Source: an optimization exercise on an open RTL-to-GDS flow (aim: small area and a short achievable clock period). Production flows keep margins and buffers that such runs may drop. Only simulation tests tie the RTL to the original design; equivalence was not proved. The clock port is modelled as an ideal driver; clocking choices that lean on that would not hold on a real chip. Power is estimated from default activity; no workload was simulated.

// CPU_Top
module CPU_Top #(
    parameter ADDR_WIDTH = 32,
    parameter DAT_WIDTH = 32
) (
    input   clk,
    input   rst_n,
    output  [ADDR_WIDTH - 1 : 0]    im_PC_o,
    output  [ADDR_WIDTH - 1 : 0]    im_next_PC_o,
    input   [ADDR_WIDTH - 1 : 0]    im_wdata_i,
    output  [4 : 0]                 rs1_o,
    output  [4 : 0]                 rs2_o,
    output  [4 : 0]                 rd_o,
    output  [ADDR_WIDTH - 1 : 0]    ALU_o,
    output  [ADDR_WIDTH - 1 : 0]    memory_data_o,
    output  [ADDR_WIDTH - 1 : 0]    store_data_o
);
clock: 20.0 ns
lec_check: 0
abc_clock_period_in_ps: 3000
cap_margin: 20
core_margin: 2
core_utilization: 65
place_density: 0.72
slew_margin: 20
synth_hierarchical: 1
synth_minimum_keep_size: 0
standard.sh (not shown) runs the stock make flow with config.mk's settings and CLKGATE_MAP_FILE= SYNTH_SCRIPT=/design/flow/synth_recipe.tcl, a recipe that flattens the netlist after the stock synthesis.
==> flow/flow/run.sh <==
#!/bin/bash
# Layout flow: the standard synthesis unchanged, then the ORFS stages
# with these changes:
# - combinational cells set to their smallest size before floorplanning
#   (flow/downsize.tcl); repair_design and the sizing below grow them back
#   where timing needs it;
# - a lighter clock tree (no dummy loads, larger sink clusters);
# - ORFS's setup repair left at its default margin, and instead a greedy
#   sizing of the worst paths (flow/gsize.tcl) after CTS (flow/post_cts.tcl).
# Each stage's output goes to its own log file here; ORFS's own logs stay
# under orfs/logs.
set -euo pipefail
export FLOW_FLOW_DIR=$PWD/flow
export FLOW_GS_ITER=${FLOW_GS_ITER:-800}
bash standard.sh synth > log_1_synth.txt 2>&1
EXTRA=(
  MATCH_CELL_FOOTPRINT=0
  "PRE_FLOORPLAN_TCL=$PWD/flow/downsize.tcl"
  "POST_CTS_TCL=$PWD/flow/post_cts.tcl"
  "BUFFER_PORTS_ARGS=-buffer_cell sky130_fd_sc_hd__buf_4"
  "CTS_ARGS=-sink_clustering_enable -repair_clock_nets -dont_use_dummy_load -sink_clustering_size 25 -sink_clustering_max_diameter 100"
)
STAGES=${FLOW_STAGES:-floorplan place cts route finish}
n=2
for s in $STAGES; do
  bash standard.sh "${EXTRA[@]}" $s > log_${n}_$s.txt 2>&1
  n=$((n+1))
done
==> flow/flow/post_cts.tcl <==
# Hook after CTS (POST_CTS_TCL): greedy sizing of the worst setup paths
# (flow/gsize.tcl) on placement parasitics, then of the paths within 0.1 ns
# of the worst, repair of the slew and
# capacitance limits the larger cells may have broken, a recovery of area
# on cells with ample slack (gs_recover), then re-legalize.
source $::env(FLOW_FLOW_DIR)/gsize.tcl
set ::gs_est_mode -placement
set_propagated_clock [all_clocks]
estimate_parasitics -placement
puts "post_cts: worst slack before sizing [sta::worst_slack -max]"
gs_run 300 0.10 0.0 1200
gs_run 40 0.03 0.1 600
estimate_parasitics $::gs_est_mode
repair_design_helper
gs_recover 0.5 600
detailed_placement
check_placement -verbose
estimate_parasitics -placement
puts "post_cts: worst slack after sizing [sta::worst_slack -max]"
Other scripts of this flow, unchanged in this note and not shown: flow/flow/downsize.tcl, flow/flow/gsize.tcl
==> next run, changes <==
--- a/flow/flow/post_cts.tcl
+++ b/flow/flow/post_cts.tcl
@@ -2,2 +2 @@
-# (flow/gsize.tcl) on placement parasitics, then of the paths within 0.1 ns
-# of the worst, repair of the slew and
+# (flow/gsize.tcl) on placement parasitics, repair of the slew and
@@ -12 +10,0 @@
-gs_run 40 0.03 0.1 600
Effect: The changed run finished clean. Combinational power shrinks by about 2%. Setup slack degrades by 140 ps. Routed wire length shrinks by 0.80%. Die area is unchanged. Worst hold slack improves by 4.4 ps. First-iteration DRC count shrinks by 3.0%. Design area shrinks by 2.0%. Power is about the same. Clock skew grows by 6.2 ps. Global-route usage shrinks by 0.54 points. Clock-buffer cell count is unchanged.
==> next run, changes <==
--- a/flow/flow/run.sh
+++ b/flow/flow/run.sh
@@ -9 +9,2 @@
-#   sizing of the worst paths (flow/gsize.tcl) after CTS (flow/post_cts.tcl).
+#   sizing of the worst paths (flow/gsize.tcl) after CTS (flow/post_cts.tcl);
+#   after global routing, ORFS's repair aims at 7.05 ns of setup slack.
@@ -26 +27,4 @@
-  bash standard.sh "${EXTRA[@]}" $s > log_${n}_$s.txt 2>&1
+  STAGE_EXTRA=()
+  # after global routing, ORFS's own setup repair aims at this slack
+  if [ "$s" = route ]; then STAGE_EXTRA=(SETUP_SLACK_MARGIN=7.05); fi
+  bash standard.sh "${EXTRA[@]}" "${STAGE_EXTRA[@]}" $s > log_${n}_$s.txt 2>&1
After rerunning:
- The new run passed the timing, DRC and antenna checks
- cell count stays flat
- hold slack is worse by 4.7 ps
- wire length hardly moves
- sequential cell count is unchanged
- setup slack improves by 380 ps
- utilization goes up by 0.28 points
- non-clock buffer count goes up by 17
- final area goes up by 0.39%
- die area does not change
- fmax came out higher by 2.9%
==> next run, changes <==
--- a/flow/flow/run.sh
+++ b/flow/flow/run.sh
@@ -9,2 +9 @@
-#   sizing of the worst paths (flow/gsize.tcl) after CTS (flow/post_cts.tcl);
-#   after global routing, ORFS's repair aims at 7.05 ns of setup slack.
+#   sizing of the worst paths (flow/gsize.tcl) after CTS (flow/post_cts.tcl).
@@ -27,4 +26 @@
-  STAGE_EXTRA=()
-  # after global routing, ORFS's own setup repair aims at this slack
-  if [ "$s" = route ]; then STAGE_EXTRA=(SETUP_SLACK_MARGIN=7.05); fi
-  bash standard.sh "${EXTRA[@]}" "${STAGE_EXTRA[@]}" $s > log_${n}_$s.txt 2>&1
+  bash standard.sh "${EXTRA[@]}" $s > log_${n}_$s.txt 2>&1
--- a/flow/flow/post_cts.tcl
+++ b/flow/flow/post_cts.tcl
@@ -2,3 +2,5 @@
-# (flow/gsize.tcl) on placement parasitics, repair of the slew and
-# capacitance limits the larger cells may have broken, a recovery of area
-# on cells with ample slack (gs_recover), then re-legalize.
+# (flow/gsize.tcl), repair of the slew and capacitance limits the larger
+# cells may have broken, a recovery of area on cells with ample slack
+# (gs_recover), then re-legalize. The sizing sees signal wires 30% more
+# resistive and capacitive than the placement estimate, which is about how
+# much the routed wires come out worse.
@@ -7,0 +10 @@
+set_wire_rc -signal -resistance [expr {8.929e-04 * 1.3}] -capacitance [expr {1.72375e-04 * 1.3}]
@@ -10,0 +14 @@
+set_wire_rc -signal -layer met1
@@ -11,0 +16 @@
+puts "post_cts: worst slack after sizing, usual wire model [sta::worst_slack -max]"
Result:
- The changed run finished with timing, DRC and antenna clean
- non-clock buffer count is lower by 14
- clock skew stays flat
- design area is lower by 2.0%

re-timing with driven ports:
How much do the figures lean on ideal ports? The routed layouts below were timed once more, with nothing changed but the port constraints.
Step 1: set_driving_cell puts a clkbuf_16 on clk and a buf_2 on each other input, an assumption about the parent block.
Step 2 times the ports against the registers' clock, not the clock port: input delays grow and output delays shrink by t, the midpoint of the rising clock arrivals with the driver on.
Three values: ideal ports, drivers, drivers and shift; two values: the first two.
| run | t, ns | slack for setup (ns) | clock arrival spread, ns | worst register clock-pin slew, ns | cell pins on the clock port's net |
|---|---|---|---|---|---|
| the first run | 0.958 | 6.573 / 6.522 / 6.522 | 0.105 / 0.105 | 0.11 / 0.11 | 1 |
| the second run | 0.961 | 6.437 / 6.380 / 6.380 | 0.112 / 0.112 | 0.11 / 0.11 | 1 |
| the third run | 0.952 | 6.814 / 6.768 / 6.768 | 0.107 / 0.107 | 0.11 / 0.11 | 1 |
| the fourth run | 0.961 | 5.068 / 5.007 / 5.007 | 0.107 / 0.106 | 0.11 / 0.11 | 1 |
After both steps setup and hold are still met in every run listed. The setup slack of the fourth run, which loses most, moves by -0.061 ns with the drivers and by -0.061 ns with both steps.
